This design comes from an exercise in tuning for small area, a short achievable clock period and few clock cycles per item on the open sky130 flow, not from production work.
Only simulation tests tie the RTL to the original design; equivalence was not proved.
Power figures rest on the tool's default switching activity, not on a simulated workload.

## run 2
==> flow/design.v <==
module muldiv(clk, reset, CtoM, CtoD, A, B, High, Low, MtoC, DtoC, DivZero);
  input clk;
  input reset;
  input CtoM;
  input CtoD;
  input [31:0] A;
  input [31:0] B;
  output [31:0] High;
  output [31:0] Low;
  output MtoC;
  output DtoC;
  output DivZero;
  reg s_setup, s_mit, s_dit, s_fix;
  reg [31:0] H, L, M;
  reg [5:0] cnt, zar;
  reg c31;   
  reg two;   
  reg mb;    
  reg m2;    
  reg isdiv, sA, sB;
  reg mdone, ddone, dzero;
  assign High = H;
  assign Low = L;
  assign MtoC = mdone;
  assign DtoC = ddone;
  assign DivZero = dzero;
  function [5:0] lzc;
    input [31:0] x;
    reg [15:0] v1; reg [15:0] z1;
    reg [7:0] v2;  reg [1:0] z2 [0:7];
    reg [3:0] v3;  reg [2:0] z3 [0:3];
    reg [1:0] v4;  reg [3:0] z4 [0:1];
    reg [4:0] z5;
    integer i;
    begin
      for (i = 0; i < 16; i = i + 1) begin
        v1[i] = x[2*i+1] | x[2*i];
        z1[i] = !x[2*i+1];
      end
      for (i = 0; i < 8; i = i + 1) begin
        v2[i] = v1[2*i+1] | v1[2*i];
        z2[i] = {!v1[2*i+1], v1[2*i+1] ? z1[2*i+1] : z1[2*i]};
      end
      for (i = 0; i < 4; i = i + 1) begin
        v3[i] = v2[2*i+1] | v2[2*i];
        z3[i] = {!v2[2*i+1], v2[2*i+1] ? z2[2*i+1] : z2[2*i]};
      end
      for (i = 0; i < 2; i = i + 1) begin
        v4[i] = v3[2*i+1] | v3[2*i];
        z4[i] = {!v3[2*i+1], v3[2*i+1] ? z3[2*i+1] : z3[2*i]};
      end
      z5 = {!v4[1], v4[1] ? z4[1] : z4[0]};
      lzc = (v4[1] | v4[0]) ? {1'b0, z5} : 6'd32;
    end
  endfunction
  function [32:0] add32;
    input [31:0] a;
    input [31:0] b;
    reg [31:0] g, p, gg, pp;
    integer i, l;
    begin
      g = a & b;
      p = a ^ b;
      gg = g;
      pp = p;
      for (l = 0; l < 5; l = l + 1)
        for (i = 0; i < 32; i = i + 1)
          if ((i >> l) & 1) begin
            gg[i] = gg[i] | (pp[i] & gg[((i >> l) << l) - 1]);
            pp[i] = pp[i] & pp[((i >> l) << l) - 1];
          end
      add32 = {gg[31], p ^ {gg[30:0], 1'b0}};
    end
  endfunction
  function [31:0] inc32;
    input [31:0] x;
    reg [31:0] pp;
    integer i, l;
    begin
      pp = x;
      for (l = 0; l < 5; l = l + 1)
        for (i = 0; i < 32; i = i + 1)
          if ((i >> l) & 1)
            pp[i] = pp[i] & pp[((i >> l) << l) - 1];
      inc32 = x ^ {pp[30:0], 1'b1};
    end
  endfunction
  function [6:0] add7;
    input [6:0] a;
    input [6:0] b;
    input ci;
    reg [6:0] g, p, gg, pp;
    integer i, l;
    begin
      g = a & b;
      p = a ^ b;
      gg = g;
      pp = p;
      gg[0] = g[0] | (p[0] & ci);
      for (l = 0; l < 3; l = l + 1)
        for (i = 0; i < 7; i = i + 1)
          if ((i >> l) & 1) begin
            gg[i] = gg[i] | (pp[i] & gg[((i >> l) << l) - 1]);
            pp[i] = pp[i] & pp[((i >> l) << l) - 1];
          end
      add7 = p ^ {gg[5:0], ci};
    end
  endfunction
  wire [31:0] negA = inc32(~A);
  wire [31:0] negB = inc32(~B);
  wire [31:0] absA = A[31] ? negA : A;
  wire [31:0] absB = B[31] ? negB : B;
  wire [5:0] zA = lzc(absA);
  wire [5:0] zB = lzc(absB);
  wire ashort = (zar > cnt);
  wire [6:0] zd = add7({1'b0, cnt}, ~{1'b0, zar}, 1'b1);
  wire [5:0] mamt = ashort ? zar : cnt;
  wire [4:0] amt = isdiv ? zd[4:0] : mamt[4:0];
  wire [31:0] sh_in = (!isdiv && ashort) ? L : H;
  wire [31:0] sh_out = sh_in << amt;
  wire [31:0] mval = ashort ? H : L;
  wire mc30 = (mamt == 6'd30);
  wire [31:0] ax = s_mit ? (two ? {L[29:0], 2'b0} : {L[30:0], 1'b0}) : (L ^ {32{s_fix}});
  wire [31:0] ay = (M & {32{(s_mit && mb) || s_dit}}) | ({M[30:0], 1'b0} & {32{s_mit && m2}}) |
                   {31'd0, s_fix};
  wire [32:0] asum = add32(ax, ay);
  wire ac = asum[32];
  wire [31:0] hx = s_mit ? (two ? {H[29:0], L[31:30]} : {H[30:0], L[31]}) :
                   (s_dit ? {H[30:0], 1'b0} : ~H);
  wire [31:0] hx1 = inc32(hx);
  wire hci = (s_mit || s_dit) ? ac : (isdiv || (L == 32'd0));
  wire [31:0] hsum = hci ? hx1 : hx;
  wire c31n = two ? (cnt == 6'd29) : (cnt == 6'd30);
  wire twon = !c31n && (!hx[31] || (!hx[30] && !M[31]));
  wire mbn = twon ? (!hx[31] && hx[30]) : hx[31];
  wire m2n = twon && hx[31];
  wire twos = !mc30 && (!sh_out[30] || (!sh_out[29] && !mval[31]));
  wire mbs = twos ? (!sh_out[30] && sh_out[29]) : sh_out[30];
  wire m2s = twos && sh_out[30];
  wire negH = sA ^ sB;
  wire negL = isdiv ? sA : (sA ^ sB);
  wire needfix = isdiv ? (sA || sB) : (sA ^ sB);
  wire mlast = two ? (cnt == 6'd30) : c31;
  wire dlast = (cnt[4:0] == 5'd31);
  always @(posedge clk) begin
    mdone <= 1'b0;
    ddone <= 1'b0;
    if (reset) begin
      s_setup <= 1'b0;
      s_mit <= 1'b0;
      s_dit <= 1'b0;
      s_fix <= 1'b0;
      dzero <= 1'b0;
    end
    else begin
      if (CtoM || CtoD) begin
        L <= absA;
        H <= (B[31] ^ CtoD) ? negB : B;
        zar <= zA;
        cnt <= zB;
        sA <= A[31];
        sB <= B[31];
        isdiv <= CtoD;
        s_setup <= 1'b1;
      end
      if (s_setup) begin
        s_setup <= 1'b0;
        if (!isdiv) begin
          cnt <= mamt + 6'd1;
          c31 <= mc30;
          two <= twos;
          mb <= mbs;
          m2 <= m2s;
          M <= mval;
          if (mamt[5]) begin
            H <= 32'd0;
            L <= 32'd0;
            mdone <= 1'b1;
          end
          else begin
            H <= {sh_out[30:0], 1'b0};
            L <= mval;
            if (mamt != 6'd31) s_mit <= 1'b1;
            else if (needfix) s_fix <= 1'b1;
            else mdone <= 1'b1;
          end
        end
        else begin
          cnt <= {1'b0, ~zd[4:0]};
          M <= sh_out;
          H <= 32'd0;
          dzero <= cnt[5];
          if (cnt[5]) ddone <= 1'b1;
          else if (zd[6]) begin
            if (sA) s_fix <= 1'b1;
            else ddone <= 1'b1;
          end
          else s_dit <= 1'b1;
        end
      end
      if (s_mit) begin
        cnt <= cnt + (two ? 6'd2 : 6'd1);
        c31 <= c31n;
        two <= twon;
        mb <= mbn;
        m2 <= m2n;
        L <= asum[31:0];
        H <= hsum;
        if (mlast) begin
          s_mit <= 1'b0;
          if (needfix) s_fix <= 1'b1;
          else mdone <= 1'b1;
        end
      end
      if (s_dit) begin
        cnt <= cnt + 6'd1;
        if (ac) L <= asum[31:0];
        H <= hsum;
        M <= {1'b1, M[31:1]};
        if (dlast) begin
          s_dit <= 1'b0;
          if (needfix) s_fix <= 1'b1;
          else ddone <= 1'b1;
        end
      end
      if (s_fix) begin
        if (negL) L <= asum[31:0];
        if (negH) H <= hsum;
        s_fix <= 1'b0;
        mdone <= !isdiv;
        ddone <= isdiv;
      end
    end
  end
endmodule
Settings: LEC_CHECK=0, ABC_AREA=1, CAP_MARGIN=20, CORE_MARGIN=2, CORE_UTILIZATION=40, SETUP_SLACK_MARGIN=4.0, SLEW_MARGIN=20; clock period 8.0 ns.
run.sh (not shown) runs the stock make flow with config.mk's settings and CLKGATE_MAP_FILE= SYNTH_SCRIPT=/design/flow/synth_recipe.tcl, a recipe that flattens the netlist after the stock synthesis.
Testbench counts of run 2, summed over its fixed seeds: cycles 26,682, ops 3,200.
diff inputs: run 2 => run 1
diff --git a/flow/design.v b/flow/design.v
--- a/flow/design.v
+++ b/flow/design.v
@@ -12,7 +12,7 @@
   output DivZero;
   reg s_setup, s_mit, s_dit, s_fix;
   reg [31:0] H, L, M;
-  reg [5:0] cnt, zar;
+  reg [5:0] cnt;
   reg c31;   
   reg two;   
   reg mb;    
@@ -112,6 +112,7 @@
   wire [31:0] absB = B[31] ? negB : B;
   wire [5:0] zA = lzc(absA);
   wire [5:0] zB = lzc(absB);
+  wire [5:0] zar = M[5:0];
   wire ashort = (zar > cnt);
   wire [6:0] zd = add7({1'b0, cnt}, ~{1'b0, zar}, 1'b1);
   wire [5:0] mamt = ashort ? zar : cnt;
@@ -128,7 +129,7 @@
   wire [31:0] hx = s_mit ? (two ? {H[29:0], L[31:30]} : {H[30:0], L[31]}) :
                    (s_dit ? {H[30:0], 1'b0} : ~H);
   wire [31:0] hx1 = inc32(hx);
-  wire hci = (s_mit || s_dit) ? ac : (isdiv || (L == 32'd0));
+  wire hci = ac || (s_fix && isdiv);
   wire [31:0] hsum = hci ? hx1 : hx;
   wire c31n = two ? (cnt == 6'd29) : (cnt == 6'd30);
   wire twon = !c31n && (!hx[31] || (!hx[30] && !M[31]));
@@ -156,7 +157,7 @@
       if (CtoM || CtoD) begin
         L <= absA;
         H <= (B[31] ^ CtoD) ? negB : B;
-        zar <= zA;
+        M[5:0] <= zA;
         cnt <= zB;
         sA <= A[31];
         sB <= B[31];
[summary]
- Run 1 completed end to end with timing, DRC and antenna clean.
- Going from run 2 to run 1, clock power went up about 0.5%; area occupied by multi-input gates went up about 3.4%.
- Cell count along the critical path (lower): run 1
- Compared with run 2, in run 1 sequential power decreased about 2.6%; post-CTS setup repair buffer count went up by 5; total power higher.
Testbench counts of run 1, summed over its fixed seeds: cycles 26,682, ops 3,200.

separate check: timing with driven ports:
How much do the figures lean on ideal ports? The routed layouts below were timed once more, with nothing changed but the port constraints. Step 1 sets driving cells, clkbuf_16 on the clock port and buf_2 on the other inputs (assumed; they add their load-dependent delay and slew). Step 2, shift: input delay + t, output delay - t, t = (earliest + latest rising clock arrival at the registers) / 2. This alone moves slack from input paths to output paths. Three values: ideal ports, drivers, drivers and shift; two values: the first two.
| run | t, ns | slack for setup (ns) | latest minus earliest clock arrival (ns) |
|---|---|---|---|
| run 2 | 0.530 | 4.086 / 4.086 / 3.612 | 0.019 / 0.019 |
| run 1 | 0.556 | 4.070 / 4.092 / 3.548 | 0.013 / 0.013 |
After both steps setup and hold are still met in every run listed. For run 1, which loses most, drivers alone change the setup slack by +0.022 ns; drivers and shift together by -0.522 ns.
